This design comes from an exercise in tuning for small area, a short achievable clock period and few clock cycles per item on the open sky130 flow, not from production work.

Setup of job 2344:
==> module pfx_add, before the edit <==
module pfx_add #(parameter W = 30) (
    input [W-1:0] a, b,
    input cin,
    output [W-1:0] s
);
    localparam L = $clog2(W + 1);
    wire [W:0] g [0:L];
    wire [W:0] p [0:L];
    assign g[0] = {a & b, cin};
    assign p[0] = {a ^ b, 1'b0};
    genvar l, i;
    generate
        for (l = 0; l < L; l = l + 1) begin : lv
            for (i = 0; i <= W; i = i + 1) begin : b
                if ((i >> l) & 1) begin
                    assign g[l+1][i] = g[l][i] | (p[l][i] & g[l][((i >> l) << l) - 1]);
                    assign p[l+1][i] = p[l][i] & p[l][((i >> l) << l) - 1];
                end else begin
                    assign g[l+1][i] = g[l][i];
                    assign p[l+1][i] = p[l][i];
                end
            end
        end
    endgenerate
    assign s = p[0][W:1] ^ g[L][W-1:0];
endmodule
==> module reciprocal_float, before the edit <==
module reciprocal_float(
    input clk, rst,
    input start,
    input [31:0] x,
    output [31:0] out,
    output done, zero_flag
);
    localparam NC = 11;          
    localparam W = 29;           
    reg busy, done_r;
    reg [3:0] cnt;
    reg [22:0] xm_r;             
    reg [22:0] m_r;
    reg [W-1:0] r;
    reg s_r, zf_r, p24_r;
    reg [7:0] e_r;
    wire [22:0] clr_a, clr_b;    
    genvar k;
    generate
        for (k = 0; k < 23; k = k + 1) begin : dec
            if (k % 2 == 1) begin
                assign clr_a[k] = (cnt == (k - 1) / 2);
                assign clr_b[k] = 1'b0;
            end else begin
                assign clr_a[k] = 1'b0;
                assign clr_b[k] = (k >= 2) && (cnt == (k - 2) / 2);
            end
        end
    endgenerate
    wire [W-1:0] xm0 = {{(W-25){1'b0}}, 1'b1, xm_r, 1'b0};
    wire [W-1:0] xm1 = {{(W-25){1'b0}}, 1'b1, xm_r & ~clr_a, 1'b0};
    wire p0 = ~r[W-1];
    wire [W-1:0] t0;
    pfx_add #(.W(W)) ad0 (.a(r), .b(xm0 ^ {W{p0}}), .cin(p0), .s(t0));
    wire [W-1:0] r1 = {t0[W-2:0], p0};
    wire p1 = ~r1[W-1];
    wire [W-1:0] t1;
    pfx_add #(.W(W)) ad1 (.a(r1), .b(xm1 ^ {W{p1}}), .cin(p1), .s(t1));
    wire [W-1:0] r2 = {t1[W-2:0], p1};
    wire [23:0] y2 = 24'h800000 - {1'b0, x[22:0]};
    always @(posedge clk or posedge rst) begin
        if (rst) begin
            busy <= 1'b0;
            done_r <= 1'b0;
        end else begin
            done_r <= busy && (cnt == NC - 1);
            if (!busy)
                busy <= start;
            else if (cnt == NC - 1)
                busy <= 1'b0;
        end
    end
    always @(posedge clk) begin
        cnt <= busy ? cnt + 4'd1 : 4'd0;
        r <= busy ? r2 : {{(W-26){y2[23]}}, y2, 2'b00};
        xm_r <= busy ? xm_r & ~clr_a & ~clr_b : {x[22:1], 1'b0};
        p24_r <= ~t1[W-1];
        m_r <= x[22:0];
        s_r <= x[31];
        zf_r <= ~(|x[30:0]);
        e_r <= ~x[30:23] - 8'd2 + {7'd0, ~(|m_r)};
    end
    assign done = done_r;
    assign zero_flag = zf_r;
    assign out = {s_r, e_r, r[20:0], p24_r, 1'b1};
endmodule
Settings: LEC_CHECK=0, CAP_MARGIN=20, CORE_MARGIN=2, CORE_UTILIZATION=40, SLEW_MARGIN=20; clock period 11.0 ns.
standard.sh (not shown) runs the stock make flow with config.mk's settings and CLKGATE_MAP_FILE= SYNTH_SCRIPT=/design/flow/synth_recipe.tcl, a recipe that flattens the netlist after the stock synthesis.
==> flow/flow/run.sh <==
#!/bin/bash
# The standard layout (standard.sh, unchanged synthesis), with repair_timing
# aiming below the clock period and, where set, smaller port buffers.
set -euo pipefail
bash standard.sh SETUP_SLACK_MARGIN=7 finish > standard_flow.log 2>&1
Input-level comparison between job 3602 and job 2344:
--- a/flow/design.v
+++ b/flow/design.v
@@ -25,30 +25,4 @@
     assign out = (mode == 1) ? (in1 + in2) : (in1 - in2);
 endmodule
-module pfx_add #(parameter W = 30) (
-    input [W-1:0] a, b,
-    input cin,
-    output [W-1:0] s
-);
-    localparam L = $clog2(W + 1);
-    wire [W:0] g [0:L];
-    wire [W:0] p [0:L];
-    assign g[0] = {a & b, cin};
-    assign p[0] = {a ^ b, 1'b0};
-    genvar l, i;
-    generate
-        for (l = 0; l < L; l = l + 1) begin : lv
-            for (i = 0; i <= W; i = i + 1) begin : b
-                if ((i >> l) & 1) begin
-                    assign g[l+1][i] = g[l][i] | (p[l][i] & g[l][((i >> l) << l) - 1]);
-                    assign p[l+1][i] = p[l][i] & p[l][((i >> l) << l) - 1];
-                end else begin
-                    assign g[l+1][i] = g[l][i];
-                    assign p[l+1][i] = p[l][i];
-                end
-            end
-        end
-    endgenerate
-    assign s = p[0][W:1] ^ g[L][W-1:0];
-endmodule
 module upCounterRE #(
     parameter BIT_LENGTH = 16
@@ -413,9 +387,11 @@
     wire p0 = ~r[W-1];
     wire [W-1:0] t0;
-    pfx_add #(.W(W)) ad0 (.a(r), .b(xm0 ^ {W{p0}}), .cin(p0), .s(t0));
+    wire [W:0] tt0 = {r, 1'b1} + {xm0 ^ {W{p0}}, p0};
+    assign t0 = tt0[W:1];
     wire [W-1:0] r1 = {t0[W-2:0], p0};
     wire p1 = ~r1[W-1];
     wire [W-1:0] t1;
-    pfx_add #(.W(W)) ad1 (.a(r1), .b(xm1 ^ {W{p1}}), .cin(p1), .s(t1));
+    wire [W:0] tt1 = {r1, 1'b1} + {xm1 ^ {W{p1}}, p1};
+    assign t1 = tt1[W:1];
     wire [W-1:0] r2 = {t1[W-2:0], p1};
     wire [23:0] y2 = 24'h800000 - {1'b0, x[22:0]};
Results
Job 3602 against job 2344: number of global-route vias before repair shows an increase of 4.0%.
Xor-xnor portion of the synthesized cell area ends up lower on job 2344.
Job 3602 vs job 2344, library cell contributing the largest single delay on the critical path: dfxtp_4 vs o41ai_4
For job 3602, the top metal layer carrying routed signals was met4, unlike job 2344, where it was met5.
In terms of level count of the clock H-tree, job 3602 and job 2344 differ only marginally.
The total non-filler cell area in the finished layout in job 3602 sits about 2.3% above the value recorded for job 2344.
No run of this note included a check of the RTL's function; only the layout flow was run.

---

reciprocal_float, a different RTL version from the one above (not shown whole).
For scale: ~70 flip-flops, about 69 I/O pins, ~5000 um2 of cells after synthesis.
==> module reciprocal_float, before the edit <==
module reciprocal_float(
    input clk, rst,
    input start,
    input [31:0] x,
    output [31:0] out,
    output done, zero_flag
);
    localparam NC = 22;          
    localparam W = 29;           
    reg busy, done_r;
    reg [4:0] cnt;
    reg [21:0] xm_r;             
    reg [W-1:0] r;
    reg s_r, zf_r, mz_r, p24_r;
    reg [7:0] e_r;
    wire [21:0] clr;
    genvar k;
    generate
        for (k = 0; k < 22; k = k + 1) begin : dec
            assign clr[k] = (cnt == k);
        end
    endgenerate
    wire [W-1:0] xm0 = {{(W-25){1'b0}}, 1'b1, xm_r, 2'b00};
    wire p0 = ~r[W-1];
    wire [W-1:0] t0;
    wire [W:0] tt0 = {r, 1'b1} + {xm0 ^ {W{p0}}, p0};
    assign t0 = tt0[W:1];
    wire [W-1:0] rn = {t0[W-2:0], p0};
    wire [23:0] y2;
    wire mz;
    recip_y2 Y2 (.m(x[22:0]), .y2(y2), .mz(mz));
    always @(posedge clk or posedge rst) begin
        if (rst) begin
            busy <= 1'b0;
            done_r <= 1'b0;
        end else begin
            done_r <= busy && (cnt == NC - 1);
            if (!busy)
                busy <= start;
            else if (cnt == NC - 1)
                busy <= 1'b0;
        end
    end
    always @(posedge clk) begin
        cnt <= busy ? cnt + 5'd1 : 5'd0;
        r <= busy ? rn : {{(W-26){y2[23]}}, y2, 2'b00};
        xm_r <= busy ? xm_r & ~clr : x[22:1];
        p24_r <= ~t0[W-1];
        s_r <= x[31];
        mz_r <= mz;
        zf_r <= ~(|x[30:0]);
        e_r <= ~x[30:23] - 8'd2 + {7'd0, mz_r};
    end
    assign done = done_r;
    assign zero_flag = zf_r;
    assign out = {s_r, e_r, r[20:0], p24_r, 1'b1};
endmodule
Settings: LEC_CHECK=0, CAP_MARGIN=20, CORE_MARGIN=2, CORE_UTILIZATION=40, SLEW_MARGIN=20, SYNTH_HIERARCHICAL=1, SYNTH_MINIMUM_KEEP_SIZE=0; clock period 11.0 ns.
==> flow/flow/run.sh <==
#!/bin/bash
# The standard layout (standard.sh, unchanged synthesis), with repair_timing
# aiming below the clock period and smaller port buffers.
set -euo pipefail
bash standard.sh SETUP_SLACK_MARGIN=7.4 'BUFFER_PORTS_ARGS=-buffer_cell sky130_fd_sc_hd__buf_1' finish > standard_flow.log 2>&1
==> next run, changes <==
--- a/flow/design.v
+++ b/flow/design.v
@@ -24,6 +24,32 @@
 );
     assign out = (mode == 1) ? (in1 + in2) : (in1 - in2);
 endmodule
+module pfx_add #(parameter W = 30) (
+    input [W-1:0] a, b,
+    input cin,
+    output [W-1:0] s
+);
+    localparam L = $clog2(W + 1);
+    wire [W:0] g [0:L];
+    wire [W:0] p [0:L];
+    assign g[0] = {a & b, cin};
+    assign p[0] = {a ^ b, 1'b0};
+    genvar l, i;
+    generate
+        for (l = 0; l < L; l = l + 1) begin : lv
+            for (i = 0; i <= W; i = i + 1) begin : b
+                if ((i >> l) & 1) begin
+                    assign g[l+1][i] = g[l][i] | (p[l][i] & g[l][((i >> l) << l) - 1]);
+                    assign p[l+1][i] = p[l][i] & p[l][((i >> l) << l) - 1];
+                end else begin
+                    assign g[l+1][i] = g[l][i];
+                    assign p[l+1][i] = p[l][i];
+                end
+            end
+        end
+    endgenerate
+    assign s = p[0][W:1] ^ g[L][W-1:0];
+endmodule
 module upCounterRE #(
     parameter BIT_LENGTH = 16
 ) (
@@ -378,8 +404,7 @@
     wire [W-1:0] xm0 = {{(W-25){1'b0}}, 1'b1, xm_r, 2'b00};
     wire p0 = ~r[W-1];
     wire [W-1:0] t0;
-    wire [W:0] tt0 = {r, 1'b1} + {xm0 ^ {W{p0}}, p0};
-    assign t0 = tt0[W:1];
+    pfx_add #(.W(W)) ad0 (.a(r), .b(xm0 ^ {W{p0}}), .cin(p0), .s(t0));
     wire [W-1:0] rn = {t0[W-2:0], p0};
     wire [23:0] y2;
     wire mz;
=> The changed run produced a clean layout; critical path depth shrinks by 1; non-clock buffer count decreases by 2; cell count came out lower by 10%; synthesized area went down by 3.9%; count of clock-buffer cells in the layout came out lower by 1; synthesized cell count is lower by 10%; via count is lower by 11%; routed wire length shrinks by 14%.
Function was not checked in any run of this note: the RTL went through the layout flow alone.

[separate check: timing with driven ports]
No port has a modelled driver above. Below, the same layouts with a new extraction and two added sets of constraints.
Step 1 sets driving cells, clkbuf_16 on the clock port and buf_2 on the other inputs (assumed; they add their load-dependent delay and slew).
Step 2, shift: input delay + t, output delay - t, t = (earliest + latest rising clock arrival at the registers) / 2. This alone moves slack from input paths to output paths.
Three values: ideal ports, drivers, drivers and shift; two values: the first two.
| run | t, ns | setup slack, ns | worst setup path after step 2 |
|---|---|---|---|
| job 2344 | 0.395 | 5.665 / 5.665 / 5.665 | register to register |
| job 3602 | 0.396 | 6.129 / 6.129 / 6.129 | register to register |
| the first run of note 2 | 0.372 | 7.420 / 7.412 / 7.040 | input to register |
| the second run of note 2 | 0.374 | 7.396 / 7.386 / 7.012 | input to register |
After both steps every run listed still meets setup and hold. For the second run of note 2, which loses most, drivers alone change the setup slack by -0.010 ns; drivers and shift together by -0.384 ns.
